Background: an optimization exercise with open tools, aiming at small area. Do not read the settings as production practice.
Only simulation tests tie the RTL to the original design; equivalence was not proved.

==> flow/design.v, too long to show whole: its modules and the start of the top module <==
// module reg_block: 66 lines
// module fsm: 11 lines
// module cic: 140 lines
// module fir: 1046 lines
// module datapath: 28 lines
// module c_fa: 4 lines
// module c_ha: 4 lines
// module c_maj: 3 lines
// module c_xor3: 3 lines
// module c_xor2: 3 lines
// module c_xnor2: 3 lines
// module c_nand2: 3 lines
// module c_nor2: 3 lines
// module c_and2: 3 lines
// module c_or2: 3 lines
// module c_inv: 3 lines
// module c_ao22: 3 lines
// module c_a2bb2o: 3 lines
// module c_mux2i: 3 lines
// module c_aoi22: 3 lines
// module c_aoi222: 3 lines
// module c_aoi21: 3 lines
// module c_oai21: 3 lines
// module c_nand3: 3 lines
// module c_nor3: 3 lines
// module c_and3: 3 lines
// module digital_top: 35 lines
module digital_top(
  input wire reset_n,
  input wire clk,
  input  wire       reg_req,
  input  wire       reg_wr1rd0,
  input  wire [7:0] reg_address,
  input  wire [7:0] reg_wr_data,
  output wire [7:0] reg_rd_data,
  output logic      adc_convert,     
  input  logic      adc_ready,
  input  logic[7:0] adc_q,           
  output wire [7:0] adc_filtered,
  output wire       filtered_ready
);
  // ...
==> flow/flow/run.sh <==
#!/bin/bash
here=$(pwd)
bash standard.sh \
  "CTS_ARGS=-sink_clustering_enable -repair_clock_nets -buf_list sky130_fd_sc_hd__clkbuf_8 -dont_use_dummy_load" \
  "RECOVER_POWER=100" \
  "BUFFER_PORTS_ARGS=-buffer_cell sky130_fd_sc_hd__buf_1" \
  "POST_GLOBAL_ROUTE_TCL=$here/flow/post_grt.tcl" \
  finish > make.log 2>&1
==> flow/flow/post_grt.tcl <==
# Sourced at the end of ORFS's global route step, after its power recovery
# (RECOVER_POWER, which downsizes gates off the critical paths): repair the
# slews and capacitances that downsizing broke, then legalize and re-route
# the nets that changed.
log_cmd global_route -start_incremental
repair_design_helper
log_cmd detailed_placement
log_cmd global_route -end_incremental \
  -congestion_report_file $::env(REPORTS_DIR)/congestion_post_bench_repair.rpt
log_cmd estimate_parasitics -global_routing
log_cmd global_route -start_incremental
repair_timing_helper -setup
log_cmd detailed_placement
log_cmd global_route -end_incremental \
  -congestion_report_file $::env(REPORTS_DIR)/congestion_post_bench_timing.rpt
log_cmd estimate_parasitics -global_routing
report_tns
report_wns
==> flow/standard.sh <==
#!/bin/bash
# synth_recipe.tcl (not shown) runs the flow's synth.tcl, then flattens the netlist and writes it again
# the make line also repeats each setting of config.mk as NAME=value (left out here)
make -C /OpenROAD-flow-scripts/flow DESIGN_CONFIG=/design/flow/config.mk WORK_HOME=/design/flow/orfs CLKGATE_MAP_FILE= SYNTH_SCRIPT=/design/flow/synth_recipe.tcl "${@:-finish}"
==> flow/config.mk <==
export PLATFORM = sky130hd
export DESIGN_NAME = digital_top
export DESIGN_NICKNAME = digital_top
export VERILOG_FILES = /design/flow/design.v
export SDC_FILE = /design/flow/constraint.sdc
export NUM_CORES = 4
export LEC_CHECK = 0
export CAP_MARGIN = 20
export CORE_MARGIN = 2
export CORE_UTILIZATION = 40
export CTS_BUF_LIST = sky130_fd_sc_hd__clkbuf_8
export GPL_TIMING_DRIVEN = 0
export SLEW_MARGIN = 20
export SYNTH_HIERARCHICAL = 1
==> flow/constraint.sdc <==
create_clock -name core_clock -period 8.0 [get_ports {clk}]
set_input_delay 1.6000 -clock core_clock [delete_from_list [all_inputs] [get_ports {clk}]]
set_output_delay 1.6000 -clock core_clock [all_outputs]
set_load 0.01 [all_outputs]
==> results.json, run 1 <==
{
  "placed_cells": 1515,
  "critical_path.top_delay_family": "adder cells",
  "grt_pass1_wl_um": 50300,
  "hold_buffers": 0,
  "arrival_ps": 8140,
  "grt_pass1_vias": 9049,
  "regToRegSetupSlack_ps": 290,
  "area_growth_pct": 8.15,
  "insertion_delay_ps": 470,
  "fmax_mhz": 128,
  "stdcell_count": 1535,
  "yosysTopAreaCell": "fa_1",
  "yosys-top-cells-area": "fa_1, dfrtp_1, a22o_1",
  "criticalPathCategory": "in -> reg",
  "placementRows": 65,
  "root_buffer": "clkbuf_8",
  "outcome": "complete, no violations",
  "drt-initial-drc-count": 610,
  "ys_warn_count": 10,
  "power_frac_clock_pct": 32.9,
  "setup-violations-final": 0,
  "hp-class": "reg -> reg",
  "power.switching_uw": 337,
  "num_vias": 8480,
  "power.internal_mw": 1.03,
  "nonClockInverterCount": 53,
  "clockBufferDepth": 2,
  "cts_resized": 0,
  "r2r-end": "u_datapath.cic_u.data_out[7]$_DFF_P_",
  "endpoint": "u_datapath.cic_u.int0[16]$_DFF_PN0_",
  "powerClk_uw": 449,
  "dr_wl_met3_um": 1580
}
==> inputs of run 2 (changes only) <==
==> flow/flow/run.sh (replaced) <==
#!/bin/bash
here=$(pwd)
bash standard.sh \
  "CTS_ARGS=-sink_clustering_enable -repair_clock_nets -buf_list sky130_fd_sc_hd__clkbuf_8 -dont_use_dummy_load -sink_clustering_size 30 -sink_clustering_max_diameter 80" \
  "RECOVER_POWER=100" \
  "BUFFER_PORTS_ARGS=-buffer_cell sky130_fd_sc_hd__buf_1" \
  "POST_GLOBAL_ROUTE_TCL=$here/flow/post_grt.tcl" \
  finish > make.log 2>&1
==> results.json, run 2 <==
{
  "top_layer": "met4",
  "fin_worst_skew_ps": 44.9,
  "synthesis.nets": 1345,
  "critical_path.top_delay_family": "adder cells",
  "async_flop_share_pct": 84.8,
  "outcome": "complete, no violations",
  "ys_dominant_reg_cell": "dfrtp_1",
  "final-max-slew-violation-count": 0,
  "fin_util_pct": 44.0,
  "syn_area_per_cell_um2": 12.2,
  "cp.required_ps": 8320,
  "synth_edf_count": 0,
  "power.leakage_nw": 4.62,
  "drc_errors": 0,
  "vias_per_cell": 5.52,
  "wl_met2_um": 15000,
  "synth-seq-area-share_pct": 29.8,
  "dr_wl_met3_um": 1580,
  "synth-simple-area-share_pct": 11.6,
  "root_buffer": "clkbuf_8",
  "drt-initial-drc-count": 610,
  "num_vias": 8480,
  "synth_area_um2": 12900,
  "track_usage_pct": 19.4,
  "first_pass_iters": 6,
  "critPathLaunchType": "input port",
  "grt_pass1_wl_um": 50300,
  "core_area_um2": 31600,
  "finalNetCount": 1421,
  "n_antenna_cell": 0,
  "hpwl_um": 24100,
  "finalWorstSetupSlack_ps": 180,
  "clk_pin_slew_ps": 80,
  "criticalPathCategory": "in -> reg",
  "wl_per_cell_um": 20.2,
  "drive_above_1_share_pct": 7.06,
  "finalPower_mw": 1.37,
  "pin_count": 47,
  "cts_max_level": 4,
  "ys_warn_count": 10,
  "powerDensity_nw_per_um2": 98.2,
  "peakVddDrop_mv": 0.112,
  "antenna_found_initial": 0,
  "area_growth_pct": 8.15,
  "setup-violations-final": 0,
  "synth-xor-area-share_pct": 1.81,
  "final_cell_mix": "fa_1, nand2_1, dfrtp_1",
  "insertion_delay_ps": 470,
  "placementRows": 65,
  "ant_nets": 0,
  "yosysTopAreaCellShare_pct": 37.9,
  "synth.most_common_cell": "fa_1",
  "synth_cell_type_count": 55,
  "cts_tree": "yes",
  "max_stage_delay_ps": 390,
  "yosysTopAreaCell": "fa_1",
  "hold_viol": 0,
  "cts_buffers": 17,
  "wl_met1_um": 13800,
  "ys_top_cells_by_count": "fa_1, nand2_1, dfrtp_1",
  "die-area_um2": 33600,
  "synth-compound-area-share_pct": 10.6,
  "synth_top_family_by_area": "adder cells",
  "muxShareOfSynthArea_pct": 4.44,
  "path_cells": "buf_1, and3_1, and3_1, ha_1, fa_1, fa_1, fa_1, fa_1, fa_1, fa_1, fa_1, fa_1, fa_1, fa_1, fa_2, fa_2, fa_2, fa_2, fa_1, xor3_1",
  "cts_resized": 0,
  "arrival_ps": 8140,
  "port_buffers": 46,
  "fin_crit_sh_pct": 97.8,
  "grt_max_degree": 47,
  "yosys.area_share.adder_pct": 39.8,
  "die_width_um": 183,
  "grt_pass1_vias": 9049,
  "dieHeight_um": 183,
  "critPathSlowestCell": "fa_1",
  "maxCapViolCount": 0,
  "final_common_cell": "fa_1",
  "yosys-top-cells-area": "fa_1, dfrtp_1, a22o_1",
  "grt_overflow_total": 0,
  "synthCells": 1059,
  "postCtsSetupBuffers": 0,
  "start_util_pct": 40.7,
  "slew-limit-headroom_pct": 30.6,
  "hold_buffers": 0,
  "min_period_ps": 7820,
  "clockBufferDepth": 2,
  "hp-class": "reg -> reg",
  "place_ws_ps": -284,
  "tightest_slew_ps": 1030,
  "gp_congestion": 0.861,
  "drt_wl_total_um": 31000,
  "critPathBufInv": 1,
  "fmax_mhz": 128,
  "worstPathMaxFanout": 6,
  "cp_common_cell": "fa_1",
  "endpoint_kind": "flop",
  "ys_seq_elements": 158,
  "cts.sinks": 158
}
[run 2: cell families (layout without fill, tap and decap cells)]
kind of cell               count (synthesis)  count (layout)
AOI/OAI and AO/OA                        164             164
xor gates and xnor gates                  18              18
adders and majority gates                264             264
buffers and inverters                     63             137
DFF                                      158             158
muxes                                     56              56
and+or+nand+nor                          336             336
[run 2: worst paths after layout]
kind	to	cells after the start	startpoint	slack [ps]
max reg2reg	u_datapath.cic_u.data_out[7]$_DFF_P_	22	u_datapath.cic_u.int2[0]$_DFF_PN0_	290
min reg2reg	u_fsm.active$_DFF_PN0_	0	u_regs.O_conv_en$_DFF_PN0_	370
max	u_datapath.cic_u.int0[16]$_DFF_PN0_	20	adc_ready	180
max in group asynchronous	u_regs.O_coef2[2]$_DFF_PN0_	5	reset_n	4280
min in group asynchronous	u_datapath.cic_u.int0[11]$_DFF_PN0_	1	reset_n	1100
min	u_fsm.active$_DFF_PN0_	0	u_regs.O_conv_en$_DFF_PN0_	370
[run 2: report_power, final]
group / switching, mW / internal [mW]
combinational: 0.0435 / 0.0280
clock: 0.261 / 0.188
sequential: 0.0320 / 0.815
total: 0.337 / 1.03
[run 2: routing by layer]
layer | track usage (%) | vias up
li1 | - | 3711
met1 | 27.3 | 4483
met2 | 31.1 | 250
met3 | 3.35 | 36
met4 | 5.34 | 0
met5 | 0 | -
[run 2: metrics by stage]
stage / cells / hold slack (ps) / setup TNS [ps] / instance area (um^2)
finish: 1535 / 374 / 0 / 13900
floorplan: 1059 / 355 / 0 / 12900
global placement: 1507 / 374 / -117460 / 13600
CTS: 1532 / 371 / 0 / 14000
detailed placement: 1515 / 373 / -435 / 13800
[run 2: cell type report]
type	count	area [um^2]
plain buffers	10	47.5
clock buffers	17	234
fillers	2936	17700
inverters	53	199
multi-input cells	838	8790
flip-flops and latches	158	3840
well taps	402	503
repair buffers	57	309
[run 2: modules after synthesis (local to each module, per instance), a selection]
module     area (um^2)  flip-flops and latches  times used
cic               2820                      97           1
reg_block         1430                      35           1
fir                594                      25           1
fsm               25.0                       1           1
c_xor3            23.8                       0           5
c_fa              20.0                       0         244
c_maj             11.3                       0           7
c_mux2i           10.0                       0          40
c_aoi222          10.0                       0           5
c_xor2            8.76                       0           1
c_ao22            8.76                       0         112
c_and2            6.26                       0          38
c_or2             6.26                       0          11
c_nor2            3.75                       0          16
c_inv             3.75                       0          39

## re-timing with driven ports
How much do the figures lean on ideal ports? The routed layouts below were timed once more, with nothing changed but the port constraints.
Step 1 assumes that a clkbuf_16 drives the clock port and a buf_2 every other input.
Step 2 moves the port delays by t, midway between the first and last clock arrival at a register: inputs arrive t later, outputs are due t later. That takes back most of the time a late clock gives input paths.
Slacks: ideal ports / drivers / drivers and shift; pairs: ideal ports / drivers.
| run | t, ns | setup slack, ns | worst setup path after step 2 | latest minus earliest clock arrival (ns) |
|---|---|---|---|---|
| run 1 | 0.485 | 0.180 / 0.203 / -0.282 | input to register | 0.052 / 0.052 |
| run 2 | 0.485 | 0.180 / 0.203 / -0.282 | input to register | 0.052 / 0.052 |
Met with ideal ports but missed after step 2: setup timing in run 1 and run 2.
